This design comes from an exercise in tuning for small area on the open sky130 flow, not from production work. Power is estimated from default activity; no workload was simulated.

==> module security, before the edit <==
module security
		#(
			parameter	MAIN_MEM_ADDR = 14,
			parameter	CACHE_ADDR = 7,
			parameter 	PREG_PROTECT_LOW = 384,
			parameter 	PREG_PROTECT_HIGH = 767
		)
		(
			input clock,
			input reset,
			input [MAIN_MEM_ADDR-1:0]	mainmem_address,
			input [CACHE_ADDR-1:0]		cache_address,
			input 						MemoryAccess,
			input 						cache_hit,
			input 						cache_miss,
			output	reg					IRQ,
			output	wire				VVV_STATE
		);
localparam	NLINES = 2**CACHE_ADDR;
localparam	IDLE      = 3'b000,
			FIRST_A   = 3'd2,
			FIRST_V   = 3'd3,
			SECOND_VVH = 3'd1,
			SECOND_XAM = 3'd4,	 
			SECOND_AVM = 3'd5,
			ATTACK    = 3'd6;
assign VVV_STATE = 1'b0;
wire attack_space = (mainmem_address < PREG_PROTECT_LOW) | (mainmem_address > PREG_PROTECT_HIGH);
localparam	HI = CACHE_ADDR - CACHE_ADDR/2;
localparam	LO = CACHE_ADDR/2;
localparam	NAOI3 = NLINES / 3;
localparam	NAOI = (NLINES + 2) / 3;
wire [(2**HI)-1:0] rsel_n;
wire [(2**LO)-1:0] csel_n;
wire [NLINES-1:0]  sel;
wire [3*NLINES-1:0] REG_STATES_w;
wire [3*NAOI-1:0]  rd_n;
genvar gi, gj, gb;
generate
	for (gi = 0; gi < 2**HI; gi = gi + 1) begin : g_row
		assign rsel_n[gi] = ~((MemoryAccess & (cache_address[CACHE_ADDR-1:LO] == gi)) | reset);
	end
	for (gj = 0; gj < 2**LO; gj = gj + 1) begin : g_col
		assign csel_n[gj] = ~((cache_address[LO-1:0] == gj) | reset);
	end
	for (gi = 0; gi < 2**HI; gi = gi + 1) begin : g_sr
		for (gj = 0; gj < 2**LO; gj = gj + 1) begin : g_sc
			security_nor2 u_sel (.a(rsel_n[gi]), .b(csel_n[gj]), .y(sel[gi*(2**LO)+gj]));
		end
	end
	for (gb = 0; gb < 3; gb = gb + 1) begin : g_rb
		for (gi = 0; gi < NAOI3; gi = gi + 1) begin : g_ra
			security_aoi222 u_rd (
				.a1(sel[3*gi]),   .a2(REG_STATES_w[3*(3*gi)+gb]),
				.b1(sel[3*gi+1]), .b2(REG_STATES_w[3*(3*gi+1)+gb]),
				.c1(sel[3*gi+2]), .c2(REG_STATES_w[3*(3*gi+2)+gb]),
				.y(rd_n[gb*NAOI+gi]));
		end
		if (NLINES % 3 == 2) begin : g_r2
			security_aoi22 u_rd (
				.a1(sel[NLINES-2]), .a2(REG_STATES_w[3*(NLINES-2)+gb]),
				.b1(sel[NLINES-1]), .b2(REG_STATES_w[3*(NLINES-1)+gb]),
				.y(rd_n[gb*NAOI+NAOI3]));
		end
		if (NLINES % 3 == 1) begin : g_r1
			assign rd_n[gb*NAOI+NAOI3] = ~(sel[NLINES-1] & REG_STATES_w[3*(NLINES-1)+gb]);
		end
	end
endgenerate
reg [3*NLINES-1:0] REG_STATES;
assign REG_STATES_w = REG_STATES;
reg [2:0] state;
reg [2:0] next_state;
wire [2:0] d = reset ? IDLE : next_state;
always @* begin
	state[0] = ~&rd_n[0*NAOI +: NAOI];
	state[1] = ~&rd_n[1*NAOI +: NAOI];
	state[2] = ~&rd_n[2*NAOI +: NAOI];
end
generate
	for (gi = 0; gi < NLINES; gi = gi + 1) begin : g_line
		always @(posedge clock)
			if (sel[gi])
				REG_STATES[3*gi +: 3] <= d;
	end
endgenerate
always @* begin
	case (state)
	IDLE:       next_state = attack_space ? FIRST_A : FIRST_V;
	FIRST_A:    next_state = attack_space ? (cache_hit  ? SECOND_XAM : IDLE)
	                                      : (cache_miss ? SECOND_AVM : IDLE);
	FIRST_V:    next_state = attack_space ? (cache_miss ? SECOND_XAM : IDLE)
	                                      : (cache_hit  ? SECOND_VVH : IDLE);
	SECOND_VVH: next_state = (attack_space ? cache_miss : cache_hit) ? ATTACK : IDLE;
	SECOND_XAM: next_state = (!attack_space & cache_miss) ? ATTACK : IDLE;
	SECOND_AVM: next_state = (!attack_space | cache_miss) ? ATTACK : IDLE;
	default:    next_state = IDLE;
	endcase
end
always @(posedge clock, posedge reset)
	if (reset)
		IRQ <= 1'b0;
	else
		IRQ <= (next_state == ATTACK);
endmodule
clock: 6.0 ns
lec_check: 0
cap_margin: 10
core_margin: 2
core_utilization: 55
cts_buf_list: sky130_fd_sc_hd__clkbuf_8
cts_cluster_diameter: 50
cts_cluster_size: 16
gpl_timing_driven: 0
slew_margin: 10
synth_hierarchical: 1
synth_minimum_keep_size: 0
standard.sh (not shown) runs the stock make flow with config.mk's settings and CLKGATE_MAP_FILE= SYNTH_SCRIPT=/design/flow/synth_recipe.tcl, a recipe that flattens the netlist after the stock synthesis.
==> flow/flow/run.sh <==
#!/bin/bash
# Own layout flow: the standard flow (standard.sh, standard synthesis unchanged) with
# - input/output port buffers of the smallest buffer cell (resized later by repair_design),
# - clock tree from clkbuf_8 cells without dummy loads,
# - power (area) recovery on paths with positive slack after global routing.
set -euo pipefail
export BUFFER_PORTS_ARGS="-buffer_cell sky130_fd_sc_hd__buf_1"
export CTS_ARGS="-sink_clustering_enable -repair_clock_nets -buf_list sky130_fd_sc_hd__clkbuf_8 -sink_clustering_size 18 -sink_clustering_max_diameter 50 -dont_use_dummy_load"
export RECOVER_POWER=100
bash standard.sh > standard_flow.log 2>&1
Then changed:
--- a/flow/design.v
+++ b/flow/design.v
@@ -16,16 +16,16 @@
 			output	reg					IRQ,
 			output	wire				VVV_STATE
 		);
 localparam	NLINES = 2**CACHE_ADDR;
 localparam	IDLE      = 3'b000,
-			FIRST_A   = 3'd2,
-			FIRST_V   = 3'd3,
-			SECOND_VVH = 3'd1,
-			SECOND_XAM = 3'd4,	 
-			SECOND_AVM = 3'd5,
-			ATTACK    = 3'd6;
+			FIRST_A   = 3'b001,
+			FIRST_V   = 3'b010,
+			SECOND_VVH = 3'b011,
+			SECOND_XAM = 3'b100,	 
+			SECOND_AVM = 3'b101,
+			ATTACK    = 3'b111;
 assign VVV_STATE = 1'b0;
 wire attack_space = (mainmem_address < PREG_PROTECT_LOW) | (mainmem_address > PREG_PROTECT_HIGH);
 localparam	HI = CACHE_ADDR - CACHE_ADDR/2;
 localparam	LO = CACHE_ADDR/2;
 localparam	NAOI3 = NLINES / 3;
@@ -69,21 +69,29 @@
 endgenerate
 reg [3*NLINES-1:0] REG_STATES;
 assign REG_STATES_w = REG_STATES;
 reg [2:0] state;
 reg [2:0] next_state;
-wire [2:0] d = reset ? IDLE : next_state;
+localparam	NDCOPY = 4;
+wire [3*NDCOPY-1:0] dcopy;
+generate
+	for (gi = 0; gi < NDCOPY; gi = gi + 1) begin : g_d
+		for (gb = 0; gb < 3; gb = gb + 1) begin : g_db
+			security_andn u_d (.a(next_state[gb]), .b(reset), .y(dcopy[3*gi+gb]));
+		end
+	end
+endgenerate
 always @* begin
 	state[0] = ~&rd_n[0*NAOI +: NAOI];
 	state[1] = ~&rd_n[1*NAOI +: NAOI];
 	state[2] = ~&rd_n[2*NAOI +: NAOI];
 end
 generate
 	for (gi = 0; gi < NLINES; gi = gi + 1) begin : g_line
 		always @(posedge clock)
 			if (sel[gi])
-				REG_STATES[3*gi +: 3] <= d;
+				REG_STATES[3*gi +: 3] <= dcopy[3*(gi/(NLINES/NDCOPY)) +: 3];
 	end
 endgenerate
 always @* begin
 	case (state)
 	IDLE:       next_state = attack_space ? FIRST_A : FIRST_V;
@@ -101,10 +109,13 @@
 	if (reset)
 		IRQ <= 1'b0;
 	else
 		IRQ <= (next_state == ATTACK);
 endmodule
+module security_andn (input a, input b, output y);
+assign y = a & ~b;
+endmodule
 module security_nor2 (input a, input b, output y);
 assign y = ~(a | b);
 endmodule
 module security_aoi22 (input a1, input a2, input b1, input b2, output y);
 assign y = ~((a1 & a2) | (b1 & b2));
Outcome: The changed run completed without violations; wire length rose by 5.8%; power increases by 0.39%; maximum frequency drops by 4.2%; final area rises by 0.34%; combinational power rises by about 5%; worst hold slack is better by 0.18 ns; worst setup slack gets worse by 0.24 ns; first-iteration DRC count rose by 9.8%.
No functional check of the RTL was part of any run of this note.

[what the ideal ports hide]
Ports are ideal in the flow. The routed layouts listed here were re-timed in OpenROAD.
Step 1 assumes that a clkbuf_16 drives the clock port and a buf_2 every other input.
Step 2 adds t to the input delays and takes it off the output delays; t is the mean of the earliest and latest rising clock arrival at the registers after step 1. Input paths then give back, and output paths get back, about the clock's delay inside the block.
Slacks: ideal ports / drivers / drivers and shift; pairs: ideal ports / drivers.
run | t, ns | setup WS [ns] | worst setup path at the end | clock arrival spread, ns | worst data-port slew with drivers (ns)
the first run | 0.558 | 0.498 / 0.495 / -0.063 | input to register | 0.058 / 0.058 | 0.07
the second run | 0.573 | 0.258 / 0.288 / -0.285 | input to register | 0.047 / 0.046 | 0.06
With both steps, setup timing fails in the first run and the second run, where it was met with ideal ports. The setup slack of the first run, which loses most, moves by -0.003 ns with the drivers and by -0.561 ns with both steps.
